Source: an optimization exercise on an open RTL-to-GDS flow (aim: small area and a short achievable clock period). Production flows keep margins and buffers that such runs may drop.
Where RTL was checked, it was by simulation tests only, not by an equivalence proof against the original.
For run 1, only the layout was checked, not whether the RTL still works.
Power figures rest on the tool's default switching activity, not on a simulated workload.

==> flow/design.v (outline; a module is shown in full before it is edited, if it fits) <==
// module half_adder: 9 lines
// module full_adder_one_bit: 12 lines
// module full_adder_four_bit: 13 lines
// module full_adder_sixteen_bit: 13 lines
// module full_adder_thirtytwo_bit: 12 lines
// module and_thirtytwo_bit: 12 lines
// module or_thirtytwo_bit: 12 lines
// module xor_thirtytwo_bit: 12 lines
// module multiplier: 7 lines
// module multiplier_core: 1734 lines
// module divider: 31 lines
// module div_abs: 18 lines
// module div_negate: 7 lines
// module div_stage1: 1248 lines
// module div_stage2: 1247 lines
// module arithmetic_logic_unit: 26 lines
// module ALU_control: 9 lines
// module control: 23 lines
// module program_counter: 11 lines
// module register_files: 63 lines
// module rf_read: 10 lines
// module sign_extension: 6 lines
// module shift_register_from_sign_extension: 6 lines
// module shift_register_from_instruction_memory: 6 lines
// module mux_2x1: 8 lines
// module and_gate: 7 lines
// module top_CPU_Design: 68 lines
module top_CPU_Design(
    output logic [31:0] topPCOut,
    input logic clk,
    input logic rst,
    input logic [31:0] instr,
    output logic [31:0] dmem_addr,
    output logic [31:0] dmem_wdata,
    output logic dmem_we,
    output logic dmem_re,
    input logic [31:0] dmem_rdata
    );
  // ...
==> flow/flow/run.sh <==
#!/bin/bash
# The standard layout (standard.sh) with these changes:
# - synthesis: flow/synth.tcl, the standard synthesis with the divider row
#   blocks and the multiplier mapped by ABC area scripts (see synth.tcl);
# - the ports are buffered by buf_2 cells instead of the default delay
#   buffers;
# - clock tree synthesis clusters up to 22 flip-flops per clkbuf_16 leaf
#   buffer, without dummy loads.
# ORFS writes each tool's log under orfs/logs; make's output is in
# standard.log.
set -euo pipefail
F=$(pwd)/flow
export SYNTH_KEEP_MODULES="div_stage1 div_stage2 multiplier rf_read div_abs div_negate"
export MY_ABC_MAP="div_stage1=$F/area_a.script div_stage2=$F/area_a.script multiplier=$F/area_a.script rf_read=$F/area_b.script div_abs=speed div_negate=speed"
export BUFFER_PORTS_ARGS="-buffer_cell sky130_fd_sc_hd__buf_2"
export CTS_ARGS="-sink_clustering_enable -repair_clock_nets -sink_clustering_size 22 -sink_clustering_max_diameter 70 -buf_list sky130_fd_sc_hd__clkbuf_16 -dont_use_dummy_load"
bash standard.sh SYNTH_SCRIPT=$F/synth.tcl finish > standard.log 2>&1
==> flow/flow/area_a.script <==
strash
dch
map -a
topo
stime -c
==> flow/flow/area_b.script <==
strash
&get -n
&st
&dch
&nf -a
&put
topo
stime -c
==> flow/flow/synth.tcl <==
# The standard synthesis (synth_recipe.tcl: ORFS synth.tcl without the fsm
# and share passes, then flattened and renamed), with one change: the
# divider's two row blocks and the multiplier are kept as separate modules
# through technology mapping (SYNTH_KEEP_MODULES) and mapped by ABC with the
# scripts named in MY_ABC_MAP ("speed": ORFS's standard script); the rest
# of the design is mapped with ORFS's standard script as before. Flip-flops are mapped before ABC and are
# the same cells, with the same names, as in the standard synthesis.
proc synth {args} { yosys synth -nofsm -noshare {*}$args }
proc abc {args} {
  set i [lsearch -exact $args -script]
  set d [lsearch -exact $args -D]
  set base $args
  if {$d >= 0} { set base [lreplace $base $d [expr {$d+1}]] }
  foreach item $::env(MY_ABC_MAP) {
    lassign [split $item =] m scr
    if {$scr eq "speed"} {
      yosys abc {*}$args $m
    } else {
      yosys abc {*}[lreplace $base $i [expr {$i+1}] -script $scr] $m
    }
  }
  yosys abc {*}$args $::env(DESIGN_NAME)
}
source $::env(SCRIPTS_DIR)/synth.tcl
# left out here: clear keep_hierarchy, flatten, clean up, hide names made inside functions, write 1_2_yosys.v
==> flow/standard.sh <==
#!/bin/bash
# synth_recipe.tcl (not shown) runs the flow's synth.tcl, then flattens the netlist and writes it again
# the make line also repeats each setting of config.mk as NAME=value (left out here)
make -C /OpenROAD-flow-scripts/flow DESIGN_CONFIG=/design/flow/config.mk WORK_HOME=/design/flow/orfs CLKGATE_MAP_FILE= SYNTH_SCRIPT=/design/flow/synth_recipe.tcl "${@:-finish}"
==> flow/config.mk <==
export PLATFORM = sky130hd
export DESIGN_NAME = top_CPU_Design
export DESIGN_NICKNAME = top_CPU_Design
export VERILOG_FILES = /design/flow/design.v
export SDC_FILE = /design/flow/constraint.sdc
export NUM_CORES = 8
export LEC_CHECK = 0
export CAP_MARGIN = 20
export CORE_MARGIN = 2
export CORE_UTILIZATION = 40
export SETUP_SLACK_MARGIN = 5
export SLEW_MARGIN = 20
==> flow/constraint.sdc <==
create_clock -name core_clock -period 360.0 [get_ports {clk}]
set_input_delay 72.0000 -clock core_clock [delete_from_list [all_inputs] [get_ports {clk}]]
set_output_delay 72.0000 -clock core_clock [all_outputs]
set_load 0.01 [all_outputs]
==> metrics.cfg, run 1 <==
[run_status]
status=no timing/DRC/antenna violations

[critical_path]
crit_cells=22
crit_arrival_ns=78.18
r2r_setup_slack_ns=217.17
ff2ff_path_depth=1010
rr_startpoint=u14.u1.s_nb[0]

[hold_path]
hold-path-cell-count=1
hold_start=u2.g_reg[9].v

[logic_synthesis]
yosysMostFrequentCell=nand2_1
synthFlopType=edfxtp_1
synth_compound_area_frac=0.196
synth_area_leaders=edfxtp_1 36%, xor2_1 9.3%, fa_1 5.9%
synth.area.mux_share=0.00639
synth_xor_area_frac=0.136
synth-edff-count=992
async_flop_share=0.0525

[timing]
rsz0062_at_grt=no
skew_ns=0.114

[drt]
num_vias=71974
first_pass_iters=6
drc=0
ant_nets=0
wl_met3_um=33000
avgRoutedWirePerCell_um=27.9

[clocking]
numCtsBuffers=80
ctsHoldBuffers=0
cts_root_buf=clkbuf_16
cts_resized=0
htreeDepth=3
tritoncts=built
clkSinkCount=1180

[pwr]
seqPwrFrac=0.268
power_density_mw_per_mm2=6.67

[cells_and_area]
largest_reg_flops=992
final_cell_mix=1,298 x nand2_1, 992 x edfxtp_1, 870 x xor2_1
multi_input_area_share=0.511
area_growth_pct=9.48

[global_routing]
antenna_found_initial=42

==> module divider, before the edit <==
module divider(
    output logic [31:0] result,
    input  logic clk,
    input  logic [31:0] divisorIn,
    input  logic [31:0] dividendIn
    );
    logic neg, fix;
    logic [31:0] a, nb;
    div_abs u_abs(.a(a), .nb(nb), .neg(neg), .fix(fix), .divisorIn(divisorIn),
        .dividendIn(dividendIn));
    logic [21:0] R1, q1;
    div_stage1 u_s1(.R(R1), .q(q1), .a(a), .nb(nb));
    logic [31:0] s_nb;
    logic [9:0] s_a;
    logic [21:0] s_R, s_q;
    logic s_neg, s_fix;
    always_ff @(posedge clk) begin
        s_nb <= nb;
        s_a <= a[9:0];
        s_R <= R1;
        s_q <= q1;
        s_neg <= neg;
        s_fix <= fix;
    end
    logic [9:0] q2;
    div_stage2 u_s2(.q(q2), .s_a(s_a), .s_R(s_R), .s_nb(s_nb));
    logic [31:0] q, qf;
    assign q = {s_q, q2};
    assign qf = {q[31:1], q[0] & ~s_fix};
    div_negate u_neg(.result(result), .qf(qf), .neg(s_neg));
endmodule
==> module arithmetic_logic_unit, before the edit <==
module arithmetic_logic_unit(
    output logic [31:0] aluResult,
    output logic [31:0] sumOut,
    output logic [31:0] divResult,
    input logic clk,
    input logic [31:0] opA,
    input logic [31:0] opB,
    input logic [31:0] regB,
    input logic sub,
    input logic selMul,
    input logic selAnd,
    input logic selOr,
    input logic selXor
    );
    logic [31:0] outMult;
    assign sumOut = opA + (opB ^ {32{sub}}) + {31'd0, sub};
    divider u1(.result(divResult), .clk(clk), .divisorIn(regB), .dividendIn(opA));
    multiplier u2(.outMult(outMult), .inpMultA(opA), .inpMultB(regB));
    always_comb begin
        if (selMul) aluResult = outMult;
        else if (selAnd) aluResult = opA & regB;
        else if (selOr) aluResult = opA | regB;
        else if (selXor) aluResult = opA ^ regB;
        else aluResult = sumOut;
    end
endmodule
==> module register_files, before the edit <==
module register_files(
    output logic [31:0] read_Data_One,
    output logic [31:0] read_Data_Two,
    input [31:0] write_Data,
    input [4:0] read_Reg_One_Addr,
    input [4:0] read_Reg_Two_Addr,
    input [4:0] write_Addr,
    input write_Ena,
    input write_Div,
    input [31:0] div_Result,
    input rst,
    input clk
    );
    logic [31:0] rf [0:31];
    logic [31:0] valid, readable;
    logic pend_v, pend_div;
    logic [4:0] pend_tag;
    logic [31:0] pend_data, pend_value;
    always_ff @(posedge clk or posedge rst) begin
        if (rst) pend_v <= 1'b0;
        else pend_v <= write_Ena && (write_Addr != 5'd0);
    end
    always_ff @(posedge clk) begin
        pend_tag <= write_Addr;
        pend_div <= write_Div;
        pend_data <= write_Data;
    end
    assign pend_value = pend_div ? div_Result : pend_data;
    assign rf[0] = 32'd0;
    assign valid[0] = 1'b0;
    assign readable[0] = 1'b0;
    genvar i;
    for (i = 1; i < 32; i++) begin : g_reg
        logic [31:0] data;
        logic v, we;
        assign we = pend_v && (pend_tag == i);
        always_ff @(posedge clk) begin
            if (we) data <= pend_value;
        end
        always_ff @(posedge clk or posedge rst) begin
            if (rst) v <= 1'b0;
            else if (we) v <= 1'b1;
        end
        assign rf[i] = data;
        assign valid[i] = v;
        assign readable[i] = v && !we;
    end
    logic byp1, byp2;
    assign byp1 = pend_v && (pend_tag == read_Reg_One_Addr);
    assign byp2 = pend_v && (pend_tag == read_Reg_Two_Addr);
    logic [31:0] sel1, sel2;
    logic [1023:0] rdata;
    for (i = 0; i < 31; i++) begin : g_sel
        assign sel1[i] = (read_Reg_One_Addr == i + 1) && readable[i+1];
        assign sel2[i] = (read_Reg_Two_Addr == i + 1) && readable[i+1];
        assign rdata[32*i +: 32] = rf[i+1];
    end
    assign sel1[31] = byp1;
    assign sel2[31] = byp2;
    assign rdata[1023:992] = pend_value;
    rf_read u_r1(.rd(read_Data_One), .sel(sel1), .data(rdata));
    rf_read u_r2(.rd(read_Data_Two), .sel(sel2), .data(rdata));
endmodule
==> module rf_read, before the edit <==
module rf_read(
    output logic [31:0] rd,
    input logic [31:0] sel,
    input logic [1023:0] data
    );
    always_comb begin
        rd = 32'd0;
        for (int k = 0; k < 32; k++) rd = rd | (data[32*k +: 32] & {32{sel[k]}});
    end
endmodule
==> module top_CPU_Design, before the edit <==
module top_CPU_Design(
    output logic [31:0] topPCOut,
    input logic clk,
    input logic rst,
    input logic [31:0] instr,
    output logic [31:0] dmem_addr,
    output logic [31:0] dmem_wdata,
    output logic dmem_we,
    output logic dmem_re,
    input logic [31:0] dmem_rdata
    );
    logic [5:0] op, funct;
    logic isR, isAddi, isLw, isSw, isBeq, isJ, regWrite;
    logic sub, selMul, selDiv, selAnd, selOr, selXor;
    logic [4:0] wAddr;
    logic [31:0] simm, regA, regB, opB, aluResult, sumOut, wData, divResult;
    logic [31:2] pc, pc4, brTarget, pcNext;
    assign op = instr[31:26];
    assign funct = instr[5:0];
    assign isR = (op == 6'b000000);
    assign isAddi = (op == 6'b001000);
    assign isLw = (op == 6'b100011);
    assign isSw = (op == 6'b101011);
    assign isBeq = (op == 6'b000100);
    assign isJ = (op == 6'b000010);
    assign regWrite = isR | isLw | isAddi;
    assign wAddr = isR ? instr[15:11] : instr[20:16];
    assign sub = isR & (funct == 6'b100010);
    assign selMul = isR & (funct == 6'b010010);
    assign selDiv = isR & (funct == 6'b011010);
    assign selAnd = isR & (funct == 6'b101000);
    assign selOr = isR & (funct == 6'b100101);
    assign selXor = isR & (funct == 6'b100110);
    assign simm = {{16{instr[15]}}, instr[15:0]};
    assign opB = (isAddi | isLw | isSw) ? simm : regB;
    register_files u2(.read_Data_One(regA), .read_Data_Two(regB), .write_Data(wData),
        .read_Reg_One_Addr(instr[25:21]), .read_Reg_Two_Addr(instr[20:16]),
        .write_Addr(wAddr), .write_Ena(regWrite), .write_Div(selDiv),
        .div_Result(divResult), .rst(rst), .clk(clk));
    arithmetic_logic_unit u14(.aluResult(aluResult), .sumOut(sumOut), .divResult(divResult),
        .clk(clk), .opA(regA), .opB(opB),
        .regB(regB), .sub(sub), .selMul(selMul), .selAnd(selAnd),
        .selOr(selOr), .selXor(selXor));
    assign wData = isLw ? dmem_rdata : aluResult;
    assign dmem_addr = sumOut;
    assign dmem_wdata = regB;
    assign dmem_we = isSw;
    assign dmem_re = isLw;
    logic [30:0] incCarry, brCarry;
    assign incCarry[0] = 1'b1;
    assign brCarry[0] = 1'b0;
    for (genvar i = 0; i < 30; i++) begin : g_pcadd
        assign pc4[i+2] = pc[i+2] ^ incCarry[i];
        assign incCarry[i+1] = pc[i+2] & incCarry[i];
        assign brTarget[i+2] = pc4[i+2] ^ simm[i] ^ brCarry[i];
        assign brCarry[i+1] = (pc4[i+2] & simm[i]) | (brCarry[i] & (pc4[i+2] ^ simm[i]));
    end
    always_comb begin
        if (isJ) pcNext = {pc4[31:28], instr[25:0]};
        else if (isBeq && regA == regB) pcNext = brTarget;
        else pcNext = pc4;
    end
    always_ff @(posedge clk or posedge rst) begin
        if (rst) pc <= 30'd0;
        else pc <= pcNext;
    end
    assign topPCOut = {pc, 2'b00};
endmodule
==> run 2, diff against run 1 <==
--- a/flow/design.v
+++ b/flow/design.v
@@ -1844,22 +1844,390 @@
 endmodule
 module divider(
     output logic [31:0] result,
+    output logic [31:0] nbOut,
     input  logic clk,
     input  logic [31:0] divisorIn,
-    input  logic [31:0] dividendIn
+    input  logic [31:0] dividendIn,
+    input  logic [31:0] s_nb
     );
-    logic neg, fix;
-    logic [31:0] a, nb;
-    div_abs u_abs(.a(a), .nb(nb), .neg(neg), .fix(fix), .divisorIn(divisorIn),
-        .dividendIn(dividendIn));
+    logic sx, sd, neg, fix;
+    logic [31:0] a, b, nb;
+    assign sx = dividendIn[31];
+    assign sd = divisorIn[31];
+    logic na_o0_1;
+    assign na_o0_1 = dividendIn[1] | dividendIn[0];
+    logic na_o0_3;
+    assign na_o0_3 = dividendIn[3] | dividendIn[2];
+    logic na_o0_5;
+    assign na_o0_5 = dividendIn[5] | dividendIn[4];
+    logic na_o0_7;
+    assign na_o0_7 = dividendIn[7] | dividendIn[6];
+    logic na_o0_9;
+    assign na_o0_9 = dividendIn[9] | dividendIn[8];
+    logic na_o0_11;
+    assign na_o0_11 = dividendIn[11] | dividendIn[10];
+    logic na_o0_13;
+    assign na_o0_13 = dividendIn[13] | dividendIn[12];
+    logic na_o0_15;
+    assign na_o0_15 = dividendIn[15] | dividendIn[14];
+    logic na_o0_17;
+    assign na_o0_17 = dividendIn[17] | dividendIn[16];
+    logic na_o0_19;
+    assign na_o0_19 = dividendIn[19] | dividendIn[18];
+    logic na_o0_21;
+    assign na_o0_21 = dividendIn[21] | dividendIn[20];
+    logic na_o0_23;
+    assign na_o0_23 = dividendIn[23] | dividendIn[22];
+    logic na_o0_25;
+    assign na_o0_25 = dividendIn[25] | dividendIn[24];
+    logic na_o0_27;
+    assign na_o0_27 = dividendIn[27] | dividendIn[26];
+    logic na_o0_29;
+    assign na_o0_29 = dividendIn[29] | dividendIn[28];
+    logic na_o1_2;
+    assign na_o1_2 = dividendIn[2] | na_o0_1;
+    logic na_o1_3;
+    assign na_o1_3 = na_o0_3 | na_o0_1;
+    logic na_o1_6;
+    assign na_o1_6 = dividendIn[6] | na_o0_5;
+    logic na_o1_7;
+    assign na_o1_7 = na_o0_7 | na_o0_5;
+    logic na_o1_10;
+    assign na_o1_10 = dividendIn[10] | na_o0_9;
+    logic na_o1_11;
+    assign na_o1_11 = na_o0_11 | na_o0_9;
+    logic na_o1_14;
+    assign na_o1_14 = dividendIn[14] | na_o0_13;
+    logic na_o1_15;
+    assign na_o1_15 = na_o0_15 | na_o0_13;
+    logic na_o1_18;
+    assign na_o1_18 = dividendIn[18] | na_o0_17;
+    logic na_o1_19;
+    assign na_o1_19 = na_o0_19 | na_o0_17;
+    logic na_o1_22;
+    assign na_o1_22 = dividendIn[22] | na_o0_21;
+    logic na_o1_23;
+    assign na_o1_23 = na_o0_23 | na_o0_21;
+    logic na_o1_26;
+    assign na_o1_26 = dividendIn[26] | na_o0_25;
+    logic na_o1_27;
+    assign na_o1_27 = na_o0_27 | na_o0_25;
+    logic na_o1_30;
+    assign na_o1_30 = dividendIn[30] | na_o0_29;
+    logic na_o2_4;
+    assign na_o2_4 = dividendIn[4] | na_o1_3;
+    logic na_o2_5;
+    assign na_o2_5 = na_o0_5 | na_o1_3;
+    logic na_o2_6;
+    assign na_o2_6 = na_o1_6 | na_o1_3;
+    logic na_o2_7;
+    assign na_o2_7 = na_o1_7 | na_o1_3;
+    logic na_o2_12;
+    assign na_o2_12 = dividendIn[12] | na_o1_11;
+    logic na_o2_13;
+    assign na_o2_13 = na_o0_13 | na_o1_11;
+    logic na_o2_14;
+    assign na_o2_14 = na_o1_14 | na_o1_11;
+    logic na_o2_15;
+    assign na_o2_15 = na_o1_15 | na_o1_11;
+    logic na_o2_20;
+    assign na_o2_20 = dividendIn[20] | na_o1_19;
+    logic na_o2_21;
+    assign na_o2_21 = na_o0_21 | na_o1_19;
+    logic na_o2_22;
+    assign na_o2_22 = na_o1_22 | na_o1_19;
+    logic na_o2_23;
+    assign na_o2_23 = na_o1_23 | na_o1_19;
+    logic na_o2_28;
+    assign na_o2_28 = dividendIn[28] | na_o1_27;
+    logic na_o2_29;
+    assign na_o2_29 = na_o0_29 | na_o1_27;
+    logic na_o2_30;
+    assign na_o2_30 = na_o1_30 | na_o1_27;
+    logic na_o3_8;
+    assign na_o3_8 = dividendIn[8] | na_o2_7;
+    logic na_o3_9;
+    assign na_o3_9 = na_o0_9 | na_o2_7;
+    logic na_o3_10;
+    assign na_o3_10 = na_o1_10 | na_o2_7;
+    logic na_o3_11;
+    assign na_o3_11 = na_o1_11 | na_o2_7;
+    logic na_o3_12;
+    assign na_o3_12 = na_o2_12 | na_o2_7;
+    logic na_o3_13;
+    assign na_o3_13 = na_o2_13 | na_o2_7;
+    logic na_o3_14;
+    assign na_o3_14 = na_o2_14 | na_o2_7;
+    logic na_o3_15;
+    assign na_o3_15 = na_o2_15 | na_o2_7;
+    logic na_o3_24;
+    assign na_o3_24 = dividendIn[24] | na_o2_23;
+    logic na_o3_25;
+    assign na_o3_25 = na_o0_25 | na_o2_23;
+    logic na_o3_26;
+    assign na_o3_26 = na_o1_26 | na_o2_23;
+    logic na_o3_27;
+    assign na_o3_27 = na_o1_27 | na_o2_23;
+    logic na_o3_28;
+    assign na_o3_28 = na_o2_28 | na_o2_23;
+    logic na_o3_29;
+    assign na_o3_29 = na_o2_29 | na_o2_23;
+    logic na_o3_30;
+    assign na_o3_30 = na_o2_30 | na_o2_23;
+    logic na_o4_16;
+    assign na_o4_16 = dividendIn[16] | na_o3_15;
+    logic na_o4_17;
+    assign na_o4_17 = na_o0_17 | na_o3_15;
+    logic na_o4_18;
+    assign na_o4_18 = na_o1_18 | na_o3_15;
+    logic na_o4_19;
+    assign na_o4_19 = na_o1_19 | na_o3_15;
+    logic na_o4_20;
+    assign na_o4_20 = na_o2_20 | na_o3_15;
+    logic na_o4_21;
+    assign na_o4_21 = na_o2_21 | na_o3_15;
+    logic na_o4_22;
+    assign na_o4_22 = na_o2_22 | na_o3_15;
+    logic na_o4_23;
+    assign na_o4_23 = na_o2_23 | na_o3_15;
+    logic na_o4_24;
+    assign na_o4_24 = na_o3_24 | na_o3_15;
+    logic na_o4_25;
+    assign na_o4_25 = na_o3_25 | na_o3_15;
+    logic na_o4_26;
+    assign na_o4_26 = na_o3_26 | na_o3_15;
+    logic na_o4_27;
+    assign na_o4_27 = na_o3_27 | na_o3_15;
+    logic na_o4_28;
+    assign na_o4_28 = na_o3_28 | na_o3_15;
+    logic na_o4_29;
+    assign na_o4_29 = na_o3_29 | na_o3_15;
+    logic na_o4_30;
+    assign na_o4_30 = na_o3_30 | na_o3_15;
+    assign a[0] = dividendIn[0];
+    assign a[1] = dividendIn[1] ^ (sx & dividendIn[0]);
+    assign a[2] = dividendIn[2] ^ (sx & na_o0_1);
+    assign a[3] = dividendIn[3] ^ (sx & na_o1_2);
+    assign a[4] = dividendIn[4] ^ (sx & na_o1_3);
+    assign a[5] = dividendIn[5] ^ (sx & na_o2_4);
+    assign a[6] = dividendIn[6] ^ (sx & na_o2_5);
+    assign a[7] = dividendIn[7] ^ (sx & na_o2_6);
+    assign a[8] = dividendIn[8] ^ (sx & na_o2_7);
+    assign a[9] = dividendIn[9] ^ (sx & na_o3_8);
+    assign a[10] = dividendIn[10] ^ (sx & na_o3_9);
+    assign a[11] = dividendIn[11] ^ (sx & na_o3_10);
+    assign a[12] = dividendIn[12] ^ (sx & na_o3_11);
+    assign a[13] = dividendIn[13] ^ (sx & na_o3_12);
+    assign a[14] = dividendIn[14] ^ (sx & na_o3_13);
+    assign a[15] = dividendIn[15] ^ (sx & na_o3_14);
+    assign a[16] = dividendIn[16] ^ (sx & na_o3_15);
+    assign a[17] = dividendIn[17] ^ (sx & na_o4_16);
+    assign a[18] = dividendIn[18] ^ (sx & na_o4_17);
+    assign a[19] = dividendIn[19] ^ (sx & na_o4_18);
+    assign a[20] = dividendIn[20] ^ (sx & na_o4_19);
+    assign a[21] = dividendIn[21] ^ (sx & na_o4_20);
+    assign a[22] = dividendIn[22] ^ (sx & na_o4_21);
+    assign a[23] = dividendIn[23] ^ (sx & na_o4_22);
+    assign a[24] = dividendIn[24] ^ (sx & na_o4_23);
+    assign a[25] = dividendIn[25] ^ (sx & na_o4_24);
+    assign a[26] = dividendIn[26] ^ (sx & na_o4_25);
+    assign a[27] = dividendIn[27] ^ (sx & na_o4_26);
+    assign a[28] = dividendIn[28] ^ (sx & na_o4_27);
+    assign a[29] = dividendIn[29] ^ (sx & na_o4_28);
+    assign a[30] = dividendIn[30] ^ (sx & na_o4_29);
+    assign a[31] = dividendIn[31] ^ (sx & na_o4_30);
+    logic nd_o0_1;
+    assign nd_o0_1 = divisorIn[1] | divisorIn[0];
+    logic nd_o0_3;
+    assign nd_o0_3 = divisorIn[3] | divisorIn[2];
+    logic nd_o0_5;
+    assign nd_o0_5 = divisorIn[5] | divisorIn[4];
+    logic nd_o0_7;
+    assign nd_o0_7 = divisorIn[7] | divisorIn[6];
+    logic nd_o0_9;
+    assign nd_o0_9 = divisorIn[9] | divisorIn[8];
+    logic nd_o0_11;
+    assign nd_o0_11 = divisorIn[11] | divisorIn[10];
+    logic nd_o0_13;
+    assign nd_o0_13 = divisorIn[13] | divisorIn[12];
+    logic nd_o0_15;
+    assign nd_o0_15 = divisorIn[15] | divisorIn[14];
+    logic nd_o0_17;
+    assign nd_o0_17 = divisorIn[17] | divisorIn[16];
+    logic nd_o0_19;
+    assign nd_o0_19 = divisorIn[19] | divisorIn[18];
+    logic nd_o0_21;
+    assign nd_o0_21 = divisorIn[21] | divisorIn[20];
+    logic nd_o0_23;
+    assign nd_o0_23 = divisorIn[23] | divisorIn[22];
+    logic nd_o0_25;
+    assign nd_o0_25 = divisorIn[25] | divisorIn[24];
+    logic nd_o0_27;
+    assign nd_o0_27 = divisorIn[27] | divisorIn[26];
+    logic nd_o0_29;
+    assign nd_o0_29 = divisorIn[29] | divisorIn[28];
+    logic nd_o1_2;
+    assign nd_o1_2 = divisorIn[2] | nd_o0_1;
+    logic nd_o1_3;
+    assign nd_o1_3 = nd_o0_3 | nd_o0_1;
+    logic nd_o1_6;
+    assign nd_o1_6 = divisorIn[6] | nd_o0_5;
+    logic nd_o1_7;
+    assign nd_o1_7 = nd_o0_7 | nd_o0_5;
+    logic nd_o1_10;
+    assign nd_o1_10 = divisorIn[10] | nd_o0_9;
+    logic nd_o1_11;
+    assign nd_o1_11 = nd_o0_11 | nd_o0_9;
+    logic nd_o1_14;
+    assign nd_o1_14 = divisorIn[14] | nd_o0_13;
+    logic nd_o1_15;
+    assign nd_o1_15 = nd_o0_15 | nd_o0_13;
+    logic nd_o1_18;
+    assign nd_o1_18 = divisorIn[18] | nd_o0_17;
+    logic nd_o1_19;
+    assign nd_o1_19 = nd_o0_19 | nd_o0_17;
+    logic nd_o1_22;
+    assign nd_o1_22 = divisorIn[22] | nd_o0_21;
+    logic nd_o1_23;
+    assign nd_o1_23 = nd_o0_23 | nd_o0_21;
+    logic nd_o1_26;
+    assign nd_o1_26 = divisorIn[26] | nd_o0_25;
+    logic nd_o1_27;
+    assign nd_o1_27 = nd_o0_27 | nd_o0_25;
+    logic nd_o1_30;
+    assign nd_o1_30 = divisorIn[30] | nd_o0_29;
+    logic nd_o2_4;
+    assign nd_o2_4 = divisorIn[4] | nd_o1_3;
+    logic nd_o2_5;
+    assign nd_o2_5 = nd_o0_5 | nd_o1_3;
+    logic nd_o2_6;
+    assign nd_o2_6 = nd_o1_6 | nd_o1_3;
+    logic nd_o2_7;
+    assign nd_o2_7 = nd_o1_7 | nd_o1_3;
+    logic nd_o2_12;
+    assign nd_o2_12 = divisorIn[12] | nd_o1_11;
+    logic nd_o2_13;
+    assign nd_o2_13 = nd_o0_13 | nd_o1_11;
+    logic nd_o2_14;
+    assign nd_o2_14 = nd_o1_14 | nd_o1_11;
+    logic nd_o2_15;
+    assign nd_o2_15 = nd_o1_15 | nd_o1_11;
+    logic nd_o2_20;
+    assign nd_o2_20 = divisorIn[20] | nd_o1_19;
+    logic nd_o2_21;
+    assign nd_o2_21 = nd_o0_21 | nd_o1_19;
+    logic nd_o2_22;
+    assign nd_o2_22 = nd_o1_22 | nd_o1_19;
+    logic nd_o2_23;
+    assign nd_o2_23 = nd_o1_23 | nd_o1_19;
+    logic nd_o2_28;
+    assign nd_o2_28 = divisorIn[28] | nd_o1_27;
+    logic nd_o2_29;
+    assign nd_o2_29 = nd_o0_29 | nd_o1_27;
+    logic nd_o2_30;
+    assign nd_o2_30 = nd_o1_30 | nd_o1_27;
+    logic nd_o3_8;
+    assign nd_o3_8 = divisorIn[8] | nd_o2_7;
+    logic nd_o3_9;
+    assign nd_o3_9 = nd_o0_9 | nd_o2_7;
+    logic nd_o3_10;
+    assign nd_o3_10 = nd_o1_10 | nd_o2_7;
+    logic nd_o3_11;
+    assign nd_o3_11 = nd_o1_11 | nd_o2_7;
+    logic nd_o3_12;
+    assign nd_o3_12 = nd_o2_12 | nd_o2_7;
+    logic nd_o3_13;
+    assign nd_o3_13 = nd_o2_13 | nd_o2_7;
+    logic nd_o3_14;
+    assign nd_o3_14 = nd_o2_14 | nd_o2_7;
+    logic nd_o3_15;
+    assign nd_o3_15 = nd_o2_15 | nd_o2_7;
+    logic nd_o3_24;
+    assign nd_o3_24 = divisorIn[24] | nd_o2_23;
+    logic nd_o3_25;
+    assign nd_o3_25 = nd_o0_25 | nd_o2_23;
+    logic nd_o3_26;
+    assign nd_o3_26 = nd_o1_26 | nd_o2_23;
+    logic nd_o3_27;
+    assign nd_o3_27 = nd_o1_27 | nd_o2_23;
+    logic nd_o3_28;
+    assign nd_o3_28 = nd_o2_28 | nd_o2_23;
+    logic nd_o3_29;
+    assign nd_o3_29 = nd_o2_29 | nd_o2_23;
+    logic nd_o3_30;
+    assign nd_o3_30 = nd_o2_30 | nd_o2_23;
+    logic nd_o4_16;
+    assign nd_o4_16 = divisorIn[16] | nd_o3_15;
+    logic nd_o4_17;
+    assign nd_o4_17 = nd_o0_17 | nd_o3_15;
+    logic nd_o4_18;
+    assign nd_o4_18 = nd_o1_18 | nd_o3_15;
+    logic nd_o4_19;
+    assign nd_o4_19 = nd_o1_19 | nd_o3_15;
+    logic nd_o4_20;
+    assign nd_o4_20 = nd_o2_20 | nd_o3_15;
+    logic nd_o4_21;
+    assign nd_o4_21 = nd_o2_21 | nd_o3_15;
+    logic nd_o4_22;
+    assign nd_o4_22 = nd_o2_22 | nd_o3_15;
+    logic nd_o4_23;
+    assign nd_o4_23 = nd_o2_23 | nd_o3_15;
+    logic nd_o4_24;
+    assign nd_o4_24 = nd_o3_24 | nd_o3_15;
+    logic nd_o4_25;
+    assign nd_o4_25 = nd_o3_25 | nd_o3_15;
+    logic nd_o4_26;
+    assign nd_o4_26 = nd_o3_26 | nd_o3_15;
+    logic nd_o4_27;
+    assign nd_o4_27 = nd_o3_27 | nd_o3_15;
+    logic nd_o4_28;
+    assign nd_o4_28 = nd_o3_28 | nd_o3_15;
+    logic nd_o4_29;
+    assign nd_o4_29 = nd_o3_29 | nd_o3_15;
+    logic nd_o4_30;
+    assign nd_o4_30 = nd_o3_30 | nd_o3_15;
+    assign b[0] = divisorIn[0];
+    assign b[1] = divisorIn[1] ^ (sd & divisorIn[0]);
+    assign b[2] = divisorIn[2] ^ (sd & nd_o0_1);
+    assign b[3] = divisorIn[3] ^ (sd & nd_o1_2);
+    assign b[4] = divisorIn[4] ^ (sd & nd_o1_3);
+    assign b[5] = divisorIn[5] ^ (sd & nd_o2_4);
+    assign b[6] = divisorIn[6] ^ (sd & nd_o2_5);
+    assign b[7] = divisorIn[7] ^ (sd & nd_o2_6);
+    assign b[8] = divisorIn[8] ^ (sd & nd_o2_7);
+    assign b[9] = divisorIn[9] ^ (sd & nd_o3_8);
+    assign b[10] = divisorIn[10] ^ (sd & nd_o3_9);
+    assign b[11] = divisorIn[11] ^ (sd & nd_o3_10);
+    assign b[12] = divisorIn[12] ^ (sd & nd_o3_11);
+    assign b[13] = divisorIn[13] ^ (sd & nd_o3_12);
+    assign b[14] = divisorIn[14] ^ (sd & nd_o3_13);
+    assign b[15] = divisorIn[15] ^ (sd & nd_o3_14);
+    assign b[16] = divisorIn[16] ^ (sd & nd_o3_15);
+    assign b[17] = divisorIn[17] ^ (sd & nd_o4_16);
+    assign b[18] = divisorIn[18] ^ (sd & nd_o4_17);
+    assign b[19] = divisorIn[19] ^ (sd & nd_o4_18);
+    assign b[20] = divisorIn[20] ^ (sd & nd_o4_19);
+    assign b[21] = divisorIn[21] ^ (sd & nd_o4_20);
+    assign b[22] = divisorIn[22] ^ (sd & nd_o4_21);
+    assign b[23] = divisorIn[23] ^ (sd & nd_o4_22);
+    assign b[24] = divisorIn[24] ^ (sd & nd_o4_23);
+    assign b[25] = divisorIn[25] ^ (sd & nd_o4_24);
+    assign b[26] = divisorIn[26] ^ (sd & nd_o4_25);
+    assign b[27] = divisorIn[27] ^ (sd & nd_o4_26);
+    assign b[28] = divisorIn[28] ^ (sd & nd_o4_27);
+    assign b[29] = divisorIn[29] ^ (sd & nd_o4_28);
+    assign b[30] = divisorIn[30] ^ (sd & nd_o4_29);
+    assign b[31] = divisorIn[31] ^ (sd & nd_o4_30);
+    assign nb = ~b;
+    assign neg = sx ^ sd;
+    assign fix = (divisorIn == 32'd0) && a[31];
     logic [21:0] R1, q1;
     div_stage1 u_s1(.R(R1), .q(q1), .a(a), .nb(nb));
-    logic [31:0] s_nb;
+    assign nbOut = nb;
     logic [9:0] s_a;
     logic [21:0] s_R, s_q;
     logic s_neg, s_fix;
     always_ff @(posedge clk) begin
-        s_nb <= nb;
         s_a <= a[9:0];
         s_R <= R1;
         s_q <= q1;
@@ -1871,32 +2239,188 @@
     logic [31:0] q, qf;
     assign q = {s_q, q2};
     assign qf = {q[31:1], q[0] & ~s_fix};
-    div_negate u_neg(.result(result), .qf(qf), .neg(s_neg));
-endmodule
-module div_abs(
-    output logic [31:0] a,
-    output logic [31:0] nb,
-    output logic neg,
-    output logic fix,
-    input  logic [31:0] divisorIn,
-    input  logic [31:0] dividendIn
-    );
-    logic sx, sd;
-    logic [31:0] b;
-    assign sx = dividendIn[31];
-    assign sd = divisorIn[31];
-    assign a = sx ? -dividendIn : dividendIn;
-    assign b = sd ? -divisorIn : divisorIn;
-    assign nb = ~b;
-    assign neg = sx ^ sd;
-    assign fix = (divisorIn == 32'd0) && a[31];
-endmodule
-module div_negate(
-    output logic [31:0] result,
-    input  logic [31:0] qf,
-    input  logic neg
-    );
-    assign result = neg ? -qf : qf;
+    logic nq_o0_1;
+    assign nq_o0_1 = qf[1] | qf[0];
+    logic nq_o0_3;
+    assign nq_o0_3 = qf[3] | qf[2];
+    logic nq_o0_5;
+    assign nq_o0_5 = qf[5] | qf[4];
+    logic nq_o0_7;
+    assign nq_o0_7 = qf[7] | qf[6];
+    logic nq_o0_9;
+    assign nq_o0_9 = qf[9] | qf[8];
+    logic nq_o0_11;
+    assign nq_o0_11 = qf[11] | qf[10];
+    logic nq_o0_13;
+    assign nq_o0_13 = qf[13] | qf[12];
+    logic nq_o0_15;
+    assign nq_o0_15 = qf[15] | qf[14];
+    logic nq_o0_17;
+    assign nq_o0_17 = qf[17] | qf[16];
+    logic nq_o0_19;
+    assign nq_o0_19 = qf[19] | qf[18];
+    logic nq_o0_21;
+    assign nq_o0_21 = qf[21] | qf[20];
+    logic nq_o0_23;
+    assign nq_o0_23 = qf[23] | qf[22];
+    logic nq_o0_25;
+    assign nq_o0_25 = qf[25] | qf[24];
+    logic nq_o0_27;
+    assign nq_o0_27 = qf[27] | qf[26];
+    logic nq_o0_29;
+    assign nq_o0_29 = qf[29] | qf[28];
+    logic nq_o1_2;
+    assign nq_o1_2 = qf[2] | nq_o0_1;
+    logic nq_o1_3;
+    assign nq_o1_3 = nq_o0_3 | nq_o0_1;
+    logic nq_o1_6;
+    assign nq_o1_6 = qf[6] | nq_o0_5;
+    logic nq_o1_7;
+    assign nq_o1_7 = nq_o0_7 | nq_o0_5;
+    logic nq_o1_10;
+    assign nq_o1_10 = qf[10] | nq_o0_9;
+    logic nq_o1_11;
+    assign nq_o1_11 = nq_o0_11 | nq_o0_9;
+    logic nq_o1_14;
+    assign nq_o1_14 = qf[14] | nq_o0_13;
+    logic nq_o1_15;
+    assign nq_o1_15 = nq_o0_15 | nq_o0_13;
+    logic nq_o1_18;
+    assign nq_o1_18 = qf[18] | nq_o0_17;
+    logic nq_o1_19;
+    assign nq_o1_19 = nq_o0_19 | nq_o0_17;
+    logic nq_o1_22;
+    assign nq_o1_22 = qf[22] | nq_o0_21;
+    logic nq_o1_23;
+    assign nq_o1_23 = nq_o0_23 | nq_o0_21;
+    logic nq_o1_26;
+    assign nq_o1_26 = qf[26] | nq_o0_25;
+    logic nq_o1_27;
+    assign nq_o1_27 = nq_o0_27 | nq_o0_25;
+    logic nq_o1_30;
+    assign nq_o1_30 = qf[30] | nq_o0_29;
+    logic nq_o2_4;
+    assign nq_o2_4 = qf[4] | nq_o1_3;
+    logic nq_o2_5;
+    assign nq_o2_5 = nq_o0_5 | nq_o1_3;
+    logic nq_o2_6;
+    assign nq_o2_6 = nq_o1_6 | nq_o1_3;
+    logic nq_o2_7;
+    assign nq_o2_7 = nq_o1_7 | nq_o1_3;
+    logic nq_o2_12;
+    assign nq_o2_12 = qf[12] | nq_o1_11;
+    logic nq_o2_13;
+    assign nq_o2_13 = nq_o0_13 | nq_o1_11;
+    logic nq_o2_14;
+    assign nq_o2_14 = nq_o1_14 | nq_o1_11;
+    logic nq_o2_15;
+    assign nq_o2_15 = nq_o1_15 | nq_o1_11;
+    logic nq_o2_20;
+    assign nq_o2_20 = qf[20] | nq_o1_19;
+    logic nq_o2_21;
+    assign nq_o2_21 = nq_o0_21 | nq_o1_19;
+    logic nq_o2_22;
+    assign nq_o2_22 = nq_o1_22 | nq_o1_19;
+    logic nq_o2_23;
+    assign nq_o2_23 = nq_o1_23 | nq_o1_19;
+    logic nq_o2_28;
+    assign nq_o2_28 = qf[28] | nq_o1_27;
+    logic nq_o2_29;
+    assign nq_o2_29 = nq_o0_29 | nq_o1_27;
+    logic nq_o2_30;
+    assign nq_o2_30 = nq_o1_30 | nq_o1_27;
+    logic nq_o3_8;
+    assign nq_o3_8 = qf[8] | nq_o2_7;
+    logic nq_o3_9;
+    assign nq_o3_9 = nq_o0_9 | nq_o2_7;
+    logic nq_o3_10;
+    assign nq_o3_10 = nq_o1_10 | nq_o2_7;
+    logic nq_o3_11;
+    assign nq_o3_11 = nq_o1_11 | nq_o2_7;
+    logic nq_o3_12;
+    assign nq_o3_12 = nq_o2_12 | nq_o2_7;
+    logic nq_o3_13;
+    assign nq_o3_13 = nq_o2_13 | nq_o2_7;
+    logic nq_o3_14;
+    assign nq_o3_14 = nq_o2_14 | nq_o2_7;
+    logic nq_o3_15;
+    assign nq_o3_15 = nq_o2_15 | nq_o2_7;
+    logic nq_o3_24;
+    assign nq_o3_24 = qf[24] | nq_o2_23;
+    logic nq_o3_25;
+    assign nq_o3_25 = nq_o0_25 | nq_o2_23;
+    logic nq_o3_26;
+    assign nq_o3_26 = nq_o1_26 | nq_o2_23;
+    logic nq_o3_27;
+    assign nq_o3_27 = nq_o1_27 | nq_o2_23;
+    logic nq_o3_28;
+    assign nq_o3_28 = nq_o2_28 | nq_o2_23;
+    logic nq_o3_29;
+    assign nq_o3_29 = nq_o2_29 | nq_o2_23;
+    logic nq_o3_30;
+    assign nq_o3_30 = nq_o2_30 | nq_o2_23;
+    logic nq_o4_16;
+    assign nq_o4_16 = qf[16] | nq_o3_15;
+    logic nq_o4_17;
+    assign nq_o4_17 = nq_o0_17 | nq_o3_15;
+    logic nq_o4_18;
+    assign nq_o4_18 = nq_o1_18 | nq_o3_15;
+    logic nq_o4_19;
+    assign nq_o4_19 = nq_o1_19 | nq_o3_15;
+    logic nq_o4_20;
+    assign nq_o4_20 = nq_o2_20 | nq_o3_15;
+    logic nq_o4_21;
+    assign nq_o4_21 = nq_o2_21 | nq_o3_15;
+    logic nq_o4_22;
+    assign nq_o4_22 = nq_o2_22 | nq_o3_15;
+    logic nq_o4_23;
+    assign nq_o4_23 = nq_o2_23 | nq_o3_15;
+    logic nq_o4_24;
+    assign nq_o4_24 = nq_o3_24 | nq_o3_15;
+    logic nq_o4_25;
+    assign nq_o4_25 = nq_o3_25 | nq_o3_15;
+    logic nq_o4_26;
+    assign nq_o4_26 = nq_o3_26 | nq_o3_15;
+    logic nq_o4_27;
+    assign nq_o4_27 = nq_o3_27 | nq_o3_15;
+    logic nq_o4_28;
+    assign nq_o4_28 = nq_o3_28 | nq_o3_15;
+    logic nq_o4_29;
+    assign nq_o4_29 = nq_o3_29 | nq_o3_15;
+    logic nq_o4_30;
+    assign nq_o4_30 = nq_o3_30 | nq_o3_15;
+    assign result[0] = qf[0];
+    assign result[1] = qf[1] ^ (s_neg & qf[0]);
+    assign result[2] = qf[2] ^ (s_neg & nq_o0_1);
+    assign result[3] = qf[3] ^ (s_neg & nq_o1_2);
+    assign result[4] = qf[4] ^ (s_neg & nq_o1_3);
+    assign result[5] = qf[5] ^ (s_neg & nq_o2_4);
+    assign result[6] = qf[6] ^ (s_neg & nq_o2_5);
+    assign result[7] = qf[7] ^ (s_neg & nq_o2_6);
+    assign result[8] = qf[8] ^ (s_neg & nq_o2_7);
+    assign result[9] = qf[9] ^ (s_neg & nq_o3_8);
+    assign result[10] = qf[10] ^ (s_neg & nq_o3_9);
+    assign result[11] = qf[11] ^ (s_neg & nq_o3_10);
+    assign result[12] = qf[12] ^ (s_neg & nq_o3_11);
+    assign result[13] = qf[13] ^ (s_neg & nq_o3_12);
+    assign result[14] = qf[14] ^ (s_neg & nq_o3_13);
+    assign result[15] = qf[15] ^ (s_neg & nq_o3_14);
+    assign result[16] = qf[16] ^ (s_neg & nq_o3_15);
+    assign result[17] = qf[17] ^ (s_neg & nq_o4_16);
+    assign result[18] = qf[18] ^ (s_neg & nq_o4_17);
+    assign result[19] = qf[19] ^ (s_neg & nq_o4_18);
+    assign result[20] = qf[20] ^ (s_neg & nq_o4_19);
+    assign result[21] = qf[21] ^ (s_neg & nq_o4_20);
+    assign result[22] = qf[22] ^ (s_neg & nq_o4_21);
+    assign result[23] = qf[23] ^ (s_neg & nq_o4_22);
+    assign result[24] = qf[24] ^ (s_neg & nq_o4_23);
+    assign result[25] = qf[25] ^ (s_neg & nq_o4_24);
+    assign result[26] = qf[26] ^ (s_neg & nq_o4_25);
+    assign result[27] = qf[27] ^ (s_neg & nq_o4_26);
+    assign result[28] = qf[28] ^ (s_neg & nq_o4_27);
+    assign result[29] = qf[29] ^ (s_neg & nq_o4_28);
+    assign result[30] = qf[30] ^ (s_neg & nq_o4_29);
+    assign result[31] = qf[31] ^ (s_neg & nq_o4_30);
 endmodule
 module div_stage1(
     output logic [21:0] R,
@@ -4398,7 +4922,9 @@
     output logic [31:0] aluResult,
     output logic [31:0] sumOut,
     output logic [31:0] divResult,
+    output logic [31:0] divNb,
     input logic clk,
+    input logic [31:0] divSnb,
     input logic [31:0] opA,
     input logic [31:0] opB,
     input logic [31:0] regB,
@@ -4410,7 +4936,8 @@
     );
     logic [31:0] outMult;
     assign sumOut = opA + (opB ^ {32{sub}}) + {31'd0, sub};
-    divider u1(.result(divResult), .clk(clk), .divisorIn(regB), .dividendIn(opA));
+    divider u1(.result(divResult), .nbOut(divNb), .clk(clk), .divisorIn(regB), .dividendIn(opA),
+        .s_nb(divSnb));
     multiplier u2(.outMult(outMult), .inpMultA(opA), .inpMultB(regB));
     always_comb begin
         if (selMul) aluResult = outMult;
@@ -4477,6 +5004,8 @@
     input write_Ena,
     input write_Div,
     input [31:0] div_Result,
+    input [31:0] div_Nb,
+    output logic [31:0] pend_data,
     input rst,
     input clk
     );
@@ -4484,7 +5013,7 @@
     logic [31:0] valid, readable;
     logic pend_v, pend_div;
     logic [4:0] pend_tag;
-    logic [31:0] pend_data, pend_value;
+    logic [31:0] pend_value;
     always_ff @(posedge clk or posedge rst) begin
         if (rst) pend_v <= 1'b0;
         else pend_v <= write_Ena && (write_Addr != 5'd0);
@@ -4492,7 +5021,7 @@
     always_ff @(posedge clk) begin
         pend_tag <= write_Addr;
         pend_div <= write_Div;
-        pend_data <= write_Data;
+        pend_data <= write_Div ? div_Nb : write_Data;
     end
     assign pend_value = pend_div ? div_Result : pend_data;
     assign rf[0] = 32'd0;
@@ -4535,10 +5064,16 @@
     input logic [31:0] sel,
     input logic [1023:0] data
     );
-    always_comb begin
-        rd = 32'd0;
-        for (int k = 0; k < 32; k++) rd = rd | (data[32*k +: 32] & {32{sel[k]}});
+    logic [31:0] t [0:10];
+    logic [1055:0] dx;
+    logic [32:0] sx;
+    assign dx = {32'd0, data};
+    assign sx = {1'b0, sel};
+    for (genvar g = 0; g < 11; g++) begin : g_grp
+        assign t[g] = ~((dx[96*g +: 32] & {32{sx[3*g]}}) | (dx[96*g+32 +: 32] & {32{sx[3*g+1]}})
+                      | (dx[96*g+64 +: 32] & {32{sx[3*g+2]}}));
     end
+    assign rd = ~(t[0] & t[1] & t[2] & t[3] & t[4] & t[5] & t[6] & t[7] & t[8] & t[9] & t[10]);
 endmodule
 `timescale 1ns / 1ps
 module sign_extension(
@@ -4594,7 +5129,7 @@
     logic isR, isAddi, isLw, isSw, isBeq, isJ, regWrite;
     logic sub, selMul, selDiv, selAnd, selOr, selXor;
     logic [4:0] wAddr;
-    logic [31:0] simm, regA, regB, opB, aluResult, sumOut, wData, divResult;
+    logic [31:0] simm, regA, regB, opB, aluResult, sumOut, wData, divResult, divNb, pendData;
     logic [31:2] pc, pc4, brTarget, pcNext;
     assign op = instr[31:26];
     assign funct = instr[5:0];
@@ -4617,9 +5152,9 @@
     register_files u2(.read_Data_One(regA), .read_Data_Two(regB), .write_Data(wData),
         .read_Reg_One_Addr(instr[25:21]), .read_Reg_Two_Addr(instr[20:16]),
         .write_Addr(wAddr), .write_Ena(regWrite), .write_Div(selDiv),
-        .div_Result(divResult), .rst(rst), .clk(clk));
+        .div_Result(divResult), .div_Nb(divNb), .pend_data(pendData), .rst(rst), .clk(clk));
     arithmetic_logic_unit u14(.aluResult(aluResult), .sumOut(sumOut), .divResult(divResult),
-        .clk(clk), .opA(regA), .opB(opB),
+        .divNb(divNb), .clk(clk), .divSnb(pendData), .opA(regA), .opB(opB),
         .regB(regB), .sub(sub), .selMul(selMul), .selAnd(selAnd),
         .selOr(selOr), .selXor(selXor));
     assign wData = isLw ? dmem_rdata : aluResult;
--- a/flow/flow/run.sh
+++ b/flow/flow/run.sh
@@ -10,8 +10,8 @@
 # standard.log.
 set -euo pipefail
 F=$(pwd)/flow
-export SYNTH_KEEP_MODULES="div_stage1 div_stage2 multiplier rf_read div_abs div_negate"
-export MY_ABC_MAP="div_stage1=$F/area_a.script div_stage2=$F/area_a.script multiplier=$F/area_a.script rf_read=$F/area_b.script div_abs=speed div_negate=speed"
+export SYNTH_KEEP_MODULES="div_stage1 div_stage2 multiplier rf_read"
+export MY_ABC_MAP="div_stage1=$F/area_a.script div_stage2=$F/area_a.script multiplier=$F/area_a.script rf_read=$F/area_c.script"
 export BUFFER_PORTS_ARGS="-buffer_cell sky130_fd_sc_hd__buf_2"
 export CTS_ARGS="-sink_clustering_enable -repair_clock_nets -sink_clustering_size 22 -sink_clustering_max_diameter 70 -buf_list sky130_fd_sc_hd__clkbuf_16 -dont_use_dummy_load"
 bash standard.sh SYNTH_SCRIPT=$F/synth.tcl finish > standard.log 2>&1
==> flow/flow/area_c.script (new file) <==
strash
dch
amap
topo
stime -c
==> flow/flow/synth.tcl (replaced) <==
# The standard synthesis (synth_recipe.tcl: ORFS synth.tcl without the fsm
# and share passes, then flattened and renamed), with one change: the
# divider's two row blocks and the multiplier are kept as separate modules
# through technology mapping (SYNTH_KEEP_MODULES) and mapped by ABC with the
# area scripts named in MY_ABC_MAP; the rest of the design is mapped with
# ORFS's standard script as before. Flip-flops are mapped before ABC and are
# the same cells, with the same names, as in the standard synthesis.
proc synth {args} { yosys synth -nofsm -noshare {*}$args }
proc abc {args} {
  set i [lsearch -exact $args -script]
  set d [lsearch -exact $args -D]
  set base $args
  if {$d >= 0} { set base [lreplace $base $d [expr {$d+1}]] }
  foreach item $::env(MY_ABC_MAP) {
    lassign [split $item =] m scr
    yosys abc {*}[lreplace $base $i [expr {$i+1}] -script $scr] $m
  }
  yosys abc {*}$args $::env(DESIGN_NAME)
}
source $::env(SCRIPTS_DIR)/synth.tcl
# left out here: clear keep_hierarchy, flatten, clean up, hide names made inside functions, write 1_2_yosys.v
==> metrics.cfg, run 2 <==
[pwr]
peakVddDrop_uv=11.2
swShare=0.447
pwr-share-comb=0.528
p_int_mw=0.283
power_density_mw_per_mm2=5.79  ; -13%
p_leak_nw=31.7
seqPwrFrac=0.309  ; +0.041
clkPwrFrac=0.163
power.switching_mw=0.229

[cells_and_area]
drive_gt1_frac=0.0890
nets=8932
utilization=0.443
largest_reg_flops=992  ; unchanged
largest-register=u2.g.data
final_common_cell=nand2_1
final_cell_mix=1,279 x nand2_1, 992 x edfxtp_1, 855 x xor2_1
area_growth_pct=10.1
reg_top3=u2.g.data (992), u2.pend_data (32), u2.g.v (31)

[global_routing]
grt.overflow.total=0
grt_pass1_vias=66974
grt_pass1_wl_um=461000
antenna_found_initial=10  ; -76%
track_usage=0.304
grt_max_degree=64

[timing]
fmax_mhz=6.63
relSlewSlack=0.219
fin_crit_ns=150.74
finalSetupViolCount=0
setup_ws_ns=209.26
tightest_slew_ns=1.17
fin_crit_sh=0.419
setup_tns_ns=0
rsz0062_at_grt=no
skew_ns=0.132  ; +0.0184 ns
drv_slew=0
report.final.hold_viol_count=0

[logic_synthesis]
ys_ff_latch=1148
yosysUniqueCellTypes=80
synth_area_leaders=edfxtp_1 37%, xor2_1 9.3%, a222oi_1 6.4%
yosysTopAreaCell=edfxtp_1
yosys_warnings=7
syn_inst=8110
synth-edff-count=992  ; unchanged
synth_area_per_cell_sq_um=9.90
mappedNetlistArea_sq_mm=0.0803
async_flop_share=0.0540  ; +0.00146
synth_top_area_frac=0.371
ys_top_cells_by_count=1,279 x nand2_1, 992 x edfxtp_1, 855 x xor2_1, 624 x o21ai_0, 514 x a222oi_1
synthFlopType=edfxtp_1
yosysMostFrequentCell=nand2_1
ys_seq_area_frac=0.414

[critical_path]
crit_path_max_fanout=32
crit_path_start_kind=primary input
startpoint=instr[16]
rr_startpoint=u2.pend_data[0]
ff2ff_path_depth=997  ; -1.3%
crit_type=primary input to primary output
endpoint=dmem_addr[30]
r2r_setup_slack_ns=214.77  ; -2.40 ns
crit_arrival_ns=78.74  ; +0.56 ns
worstPathRequired_ns=288.00
worstReg2RegEnd=u14.u1.s_R[18]
crit_path_end_kind=primary output

[die]
die_y_um=452
rows=164
die_w_um=452
core-area_sq_mm=0.200
start_util=0.402
die-area_sq_mm=0.204
num_io_pins=164

[clocking]
tritoncts=built
cts.path.max_buffers=3
cts_resized=0  ; unchanged
htreeDepth=3  ; unchanged
path_clk_slew_ns=0.04
ctsHoldBuffers=0  ; unchanged
post_cts.repair.setup_buffers=0
numCtsBuffers=81  ; +1.3%
worstSkewPairLatency_ns=0.75
cts_root_buf=clkbuf_16
clkSinkCount=1148  ; -2.7%

[drt]
via_per_inst=6.32
drt-met1-wl_um=121000
wl_um=320000
num_vias=70304  ; -2.3%
first_pass_iters=14  ; +8
met2_length_um=146000
first_iter_violations=11533
drc=0  ; unchanged
ant_nets=0  ; unchanged
avgRoutedWirePerCell_um=28.8  ; +3.2%
wl_met3_um=31700  ; -3.9%
top_layer_used=met5

[placed_design]
hpwl_um=224000
dp_slack_ns=209.37
numPortBuffers=161
place_congestion=0.987

[hold_path]
min_path_type=flop to flop
hold_start=u2.g_reg[3].v

[flow_run]
maxCapViolCount=0

[run_status]
status=no timing/DRC/antenna violations

==> run 2: changes by cell type after synthesis, sizes merged, moves of 52 or more <==
cell    before  now
a221oi     258    7
or3         81   17
a211oi      30  157
a22o       262  131
a222oi       0  514
nor2       343  418
nand3       72  125
a21oi      179  231
a22oi      530   76
nand4      220  152
==> run 2: worst max-delay path, stage by stage <==
cell and delay (ns):
buf_2 0.24, nand2b_1 0.31, or2_2 0.26, nor3_2 0.06, buf_4 0.32, a222oi_1 0.44, nand4_1 0.31, a211oi_1 0.44
nand4_1 0.21, a211oi_1 0.25, nand3_1 0.61, a21oi_1 0.38, xnor2_1 0.12, ha_1 0.42, a21oi_1 0.15, o21ai_0 0.11
a31oi_1 0.28, o21ai_0 0.41, o41ai_1 0.62, o21ai_0 0.21, a31oi_1 0.24, xnor2_1 0.17, buf_2 0.17
==> run 2: area by class of cell <==
class | instances | area, sq um
Fill cell | 18878 | 111000
Multi-Input combinational cell | 6193 | 44600
Sequential cell | 1148 | 33200
Tap cell | 2656 | 3320
Timing Repair Buffer | 449 | 2970
Inverter | 593 | 2230
Clock buffer | 81 | 2030
Antenna cell | 10 | 25.0
==> run 2: modules after synthesis, one instance, submodules excluded <==
module          cell area [sq um]  copies in the design  flops+latches
div_stage2                   8750                     1              0
rf_read                      4400                     2              0
top_CPU_Design              43400                     1           1148
multiplier                  10500                     1              0
div_stage1                   8860                     1              0
==> run 2: metal layers <==
metal,GRT usage,vias up
met5,0.000933,-
met4,0.186,8
met3,0.0547,897
met1,0.385,34383
met2,0.485,4105
li1,-,30911
==> run 2: power by group through the flow <==
stage          combinational, mW  sequential, mW  clock, mW
2_1_floorplan              0.207           0.160          0
3_3_place_gp               0.264           0.161          0
3_5_place_dp               0.267           0.161          0
4_1_cts                    0.269           0.158     0.0847
6_report                   0.270           0.158     0.0836
==> run 2: stage by stage <==
stage	power (mW)	instances	area (sq um)	hold slack (ns)
detailed placement	0.429	11039	86300	0.449
global placement	0.425	11039	86300	0.446
CTS	0.512	11120	88400	0.467
floorplan	0.367	8111	80300	0.432
finish	0.512	11130	88400	0.467
global route	0.544	11124	88400	0.472
==> run 2: cells by family after synthesis <==
family	share of synthesized area
AOI/OAI and AO/OA	0.193
xor gates and xnor gates	0.140
other	0.0000467
DFF	0.414
adders and majority gates	0.0891
and+or+nand+nor	0.123
muxes	0.000795
buffers and inverters	0.0402
==> run 2: worst min-delay path by stage <==
| stage | to | slack, ns | cells after the start |
|---|---|---|---|
| after floorplan | u2.g_reg[12].v | 0.43 | 1 |
| after global placement | u2.g_reg[27].v | 0.45 | 1 |
| after detailed placement | u2.g_reg[27].v | 0.45 | 1 |
| after CTS | u2.g_reg[3].v | 0.47 | 1 |
| final | u2.g_reg[3].v | 0.47 | 1 |
==> run 3, diff against run 2 <==
==> flow/flow/run.sh (replaced) <==
#!/bin/bash
# The standard layout (standard.sh) with these changes:
# - synthesis: flow/synth.tcl, the standard synthesis with the divider row
#   blocks and the multiplier mapped by ABC area scripts (see synth.tcl);
# - the ports are buffered by buf_2 cells instead of the default delay
#   buffers;
# - clock tree synthesis clusters up to 30 flip-flops per clkbuf_16 leaf
#   buffer, without dummy loads.
# ORFS writes each tool's log under orfs/logs; make's output is in
# standard.log.
set -euo pipefail
F=$(pwd)/flow
export SYNTH_KEEP_MODULES="div_stage1 div_stage2 multiplier rf_read"
export MY_ABC_MAP="div_stage1=$F/area_a.script div_stage2=$F/area_a.script multiplier=$F/area_a.script rf_read=$F/area_c.script"
export BUFFER_PORTS_ARGS="-buffer_cell sky130_fd_sc_hd__buf_2"
export CTS_ARGS="-sink_clustering_enable -repair_clock_nets -sink_clustering_size 30 -sink_clustering_max_diameter 60 -buf_list sky130_fd_sc_hd__clkbuf_16 -dont_use_dummy_load"
bash standard.sh SYNTH_SCRIPT=$F/synth.tcl finish > standard.log 2>&1
==> metrics.cfg, run 3 <==
[run_status]
status=no timing/DRC/antenna violations

[global_routing]
grt_max_degree=64  ; unchanged
grt_pass1_wl_um=461000  ; +0.13%
track_usage=0.305  ; about the same
grt.overflow.total=0  ; unchanged
antenna_found_initial=11  ; +1
grt_pass1_vias=67016  ; +0.063%

[timing]
relSlewSlack=0.212  ; -0.00717
fin_crit_ns=150.84  ; +0.105 ns
finalSetupViolCount=0  ; unchanged
setup_tns_ns=0  ; unchanged
fmax_mhz=6.63  ; about the same
tightest_slew_ns=1.18  ; +0.0108 ns
rsz0062_at_grt=no
report.final.hold_viol_count=0  ; unchanged
drv_slew=0  ; unchanged
fin_crit_sh=0.419  ; about the same
skew_ns=0.176  ; +0.0439 ns
setup_ws_ns=209.16  ; -0.105 ns

[clocking]
tritoncts=built
cts.path.max_buffers=3  ; unchanged
cts_resized=0  ; unchanged
cts_root_buf=clkbuf_16
path_clk_slew_ns=0.05  ; about the same
numCtsBuffers=90  ; +11%
ctsHoldBuffers=0  ; unchanged
htreeDepth=3  ; unchanged
clkSinkCount=1148  ; unchanged
post_cts.repair.setup_buffers=0  ; unchanged
worstSkewPairLatency_ns=0.81  ; +0.06 ns

[logic_synthesis]
yosysTopAreaCell=edfxtp_1
syn_inst=8110  ; unchanged
ys_seq_area_frac=0.414  ; unchanged
synth_top_area_frac=0.371  ; unchanged
yosys_warnings=7  ; unchanged
yosysUniqueCellTypes=80  ; unchanged
synth_area_per_cell_sq_um=9.90  ; unchanged
mappedNetlistArea_sq_mm=0.0803  ; unchanged
synth-edff-count=992  ; unchanged
yosysMostFrequentCell=nand2_1
synth_area_leaders=edfxtp_1 37%, xor2_1 9.3%, a222oi_1 6.4%
synthFlopType=edfxtp_1
async_flop_share=0.0540  ; unchanged
ys_ff_latch=1148  ; unchanged
ys_top_cells_by_count=1,279 x nand2_1, 992 x edfxtp_1, 855 x xor2_1, 624 x o21ai_0, 514 x a222oi_1

[die]
die_w_um=452  ; unchanged
num_io_pins=164  ; unchanged
rows=164  ; unchanged
die-area_sq_mm=0.204  ; unchanged
core-area_sq_mm=0.200  ; unchanged
die_y_um=452  ; unchanged
start_util=0.402  ; unchanged

[placed_design]
hpwl_um=224000  ; unchanged
dp_slack_ns=209.37  ; unchanged
numPortBuffers=161  ; unchanged
place_congestion=0.987  ; unchanged
place_area_sq_mm=0.0863  ; unchanged

[critical_path]
ff2ff_path_depth=998  ; +0.10%
endpoint=dmem_addr[30]
crit_path_start_kind=primary input
r2r_setup_slack_ns=214.85  ; +0.08 ns
startpoint=instr[16]
rr_startpoint=u2.pend_data[0]
crit_arrival_ns=78.84  ; +0.10 ns
worstPathRequired_ns=288.00  ; about the same
crit_path_end_kind=primary output
crit_path_max_fanout=32  ; unchanged
worstReg2RegEnd=u14.u1.s_R[16]
crit_type=primary input to primary output

[cells_and_area]
nets=8941  ; +0.10%
drive_gt1_frac=0.0899  ; +0.000968
largest_reg_flops=992  ; unchanged
largest-register=u2.g.data
final_common_cell=nand2_1
utilization=0.444  ; +0.00111
final-seq-area_sq_mm=0.0332  ; unchanged
final_cell_mix=1,279 x nand2_1, 992 x edfxtp_1, 855 x xor2_1
multiInputGateArea_sq_mm=0.0446  ; unchanged
nFillCells=18845  ; -0.17%
area_growth_pct=10.4
design_area_sq_mm=0.0886  ; +0.25%
reg_top3=u2.g.data (992), u2.pend_data (32), u2.g.v (31)

[hold_path]
hold-path-cell-count=1  ; unchanged
min_path_type=flop to flop

[flow_run]
maxCapViolCount=0  ; unchanged

[pwr]
peakVddDrop_uv=11.2  ; -0.66%
p_leak_nw=31.8  ; +0.35%
power_density_mw_per_mm2=5.85  ; +0.90%

[drt]
avgRoutedWirePerCell_um=28.8  ; about the same
wl_um=321000  ; +0.14%
ant_nets=0  ; unchanged
first_iter_violations=11319  ; -1.9%
via_per_inst=6.32  ; +0.12%
drc=0  ; unchanged
num_vias=70437  ; +0.19%
first_pass_iters=15  ; +1

run 3: cell counts after synthesis:
No cell type changed its count.
run 3: worst min-delay path by stage:
stage                   startpoint  slack [ns]        endpoint
finish              u2.g_reg[26].v        0.46  u2.g_reg[26].v
detailed placement  u2.g_reg[27].v        0.45  u2.g_reg[27].v
CTS                 u2.g_reg[27].v        0.46  u2.g_reg[27].v
floorplan           u2.g_reg[12].v        0.43  u2.g_reg[12].v
global placement    u2.g_reg[27].v        0.45  u2.g_reg[27].v
run 3: per-layer routing:
layer	track usage	share of wire
met1	0.385	0.38
met2	0.488	0.46
met3	0.0546	0.096
met4	0.180	0.067
met5	0.000933	0.00025
run 3: cells by family after synthesis:
logic type                 count (synthesis)  synth area share
buffers and inverters                    770            0.0402
AOI/OAI and AO/OA                       2190             0.193
DFF                                     1148             0.414
and+or+nand+nor                         2282             0.123
other                                      1         0.0000467
muxes                                      6          0.000795
adders and majority gates                430            0.0891
xor gates and xnor gates                1283             0.140
run 3: worst max-delay path, stage by stage:
cell and delay, ns:
buf_2 0.24, nand2b_1 0.31, or2_2 0.26, nor3_2 0.06, buf_4 0.32, a222oi_1 0.50
nand4_1 0.33, a211oi_1 0.45, nand4_1 0.21, a211oi_1 0.25, nand3_1 0.62, a21oi_1 0.38
xnor2_1 0.12, ha_1 0.43, a21oi_1 0.15, o21ai_0 0.10, a31oi_1 0.26, o21ai_0 0.41
o41ai_1 0.62, o21ai_0 0.21, a31oi_1 0.24, xnor2_1 0.17, buf_2 0.17
run 3: metrics by stage:
stage	std cells	power, mW	hold slack [ns]
global placement	11039	0.425	0.446
detailed placement	11039	0.429	0.449
finish	11138	0.518	0.464
global route	11133	0.549	0.472
CTS	11129	0.517	0.462
floorplan	8111	0.367	0.432
run 3: modules after synthesis, one instance, submodules excluded:
module	flops+latches	cell area, sq um	cells inside
div_stage1	0	8860	1611
top_CPU_Design	1148	43400	2746
rf_read	0	4400	512
multiplier	0	10500	1159
div_stage2	0	8750	1570
run 3: final cells by class:
cell class	count	area share
Sequential cell	1148	0.375
Antenna cell	9	0.000254
Multi-Input combinational cell	6193	0.503
Timing Repair Buffer	449	0.0335
Clock buffer	90	0.0254
Inverter	593	0.0251
Tap cell	2656	0.0375
run 3: where the power goes:
group / switching [mW] / internal, mW / total, mW
Clock: 0.0451 / 0.0438 / 0.0888
Sequential: 0.00534 / 0.153 / 0.158
Combinational: 0.180 / 0.0906 / 0.271
Total: 0.231 / 0.287 / 0.518

-- re-timing with driven ports --
The flow's constraints put no driver on any port. The routed layouts listed below were extracted and timed again, unchanged, in two steps.
Step 1 sets driving cells, clkbuf_16 on the clock port and buf_2 on the other inputs (assumed; they add their load-dependent delay and slew).
Step 2 adds t to the input delays and takes it off the output delays; t is the mean of the earliest and latest rising clock arrival at the registers after step 1. Input paths then give back, and output paths get back, about the clock's delay inside the block.
Slacks: ideal ports / drivers / drivers and shift; pairs: ideal ports / drivers.
| run | shift t [ns] | slack for setup (ns) | worst setup path after step 2 | worst register clock-pin slew, ns | pins driven straight from the clock port |
|---|---|---|---|---|---|
| run 1 | 0.779 | 209.819 / 209.798 / 209.798 | input to output | 0.09 / 0.09 | 1 |
| run 2 | 0.769 | 209.264 / 209.243 / 209.243 | input to output | 0.09 / 0.09 | 1 |
| run 3 | 0.810 | 209.159 / 209.138 / 209.138 | input to output | 0.10 / 0.10 | 1 |
After both steps setup and hold are still met in every run listed.
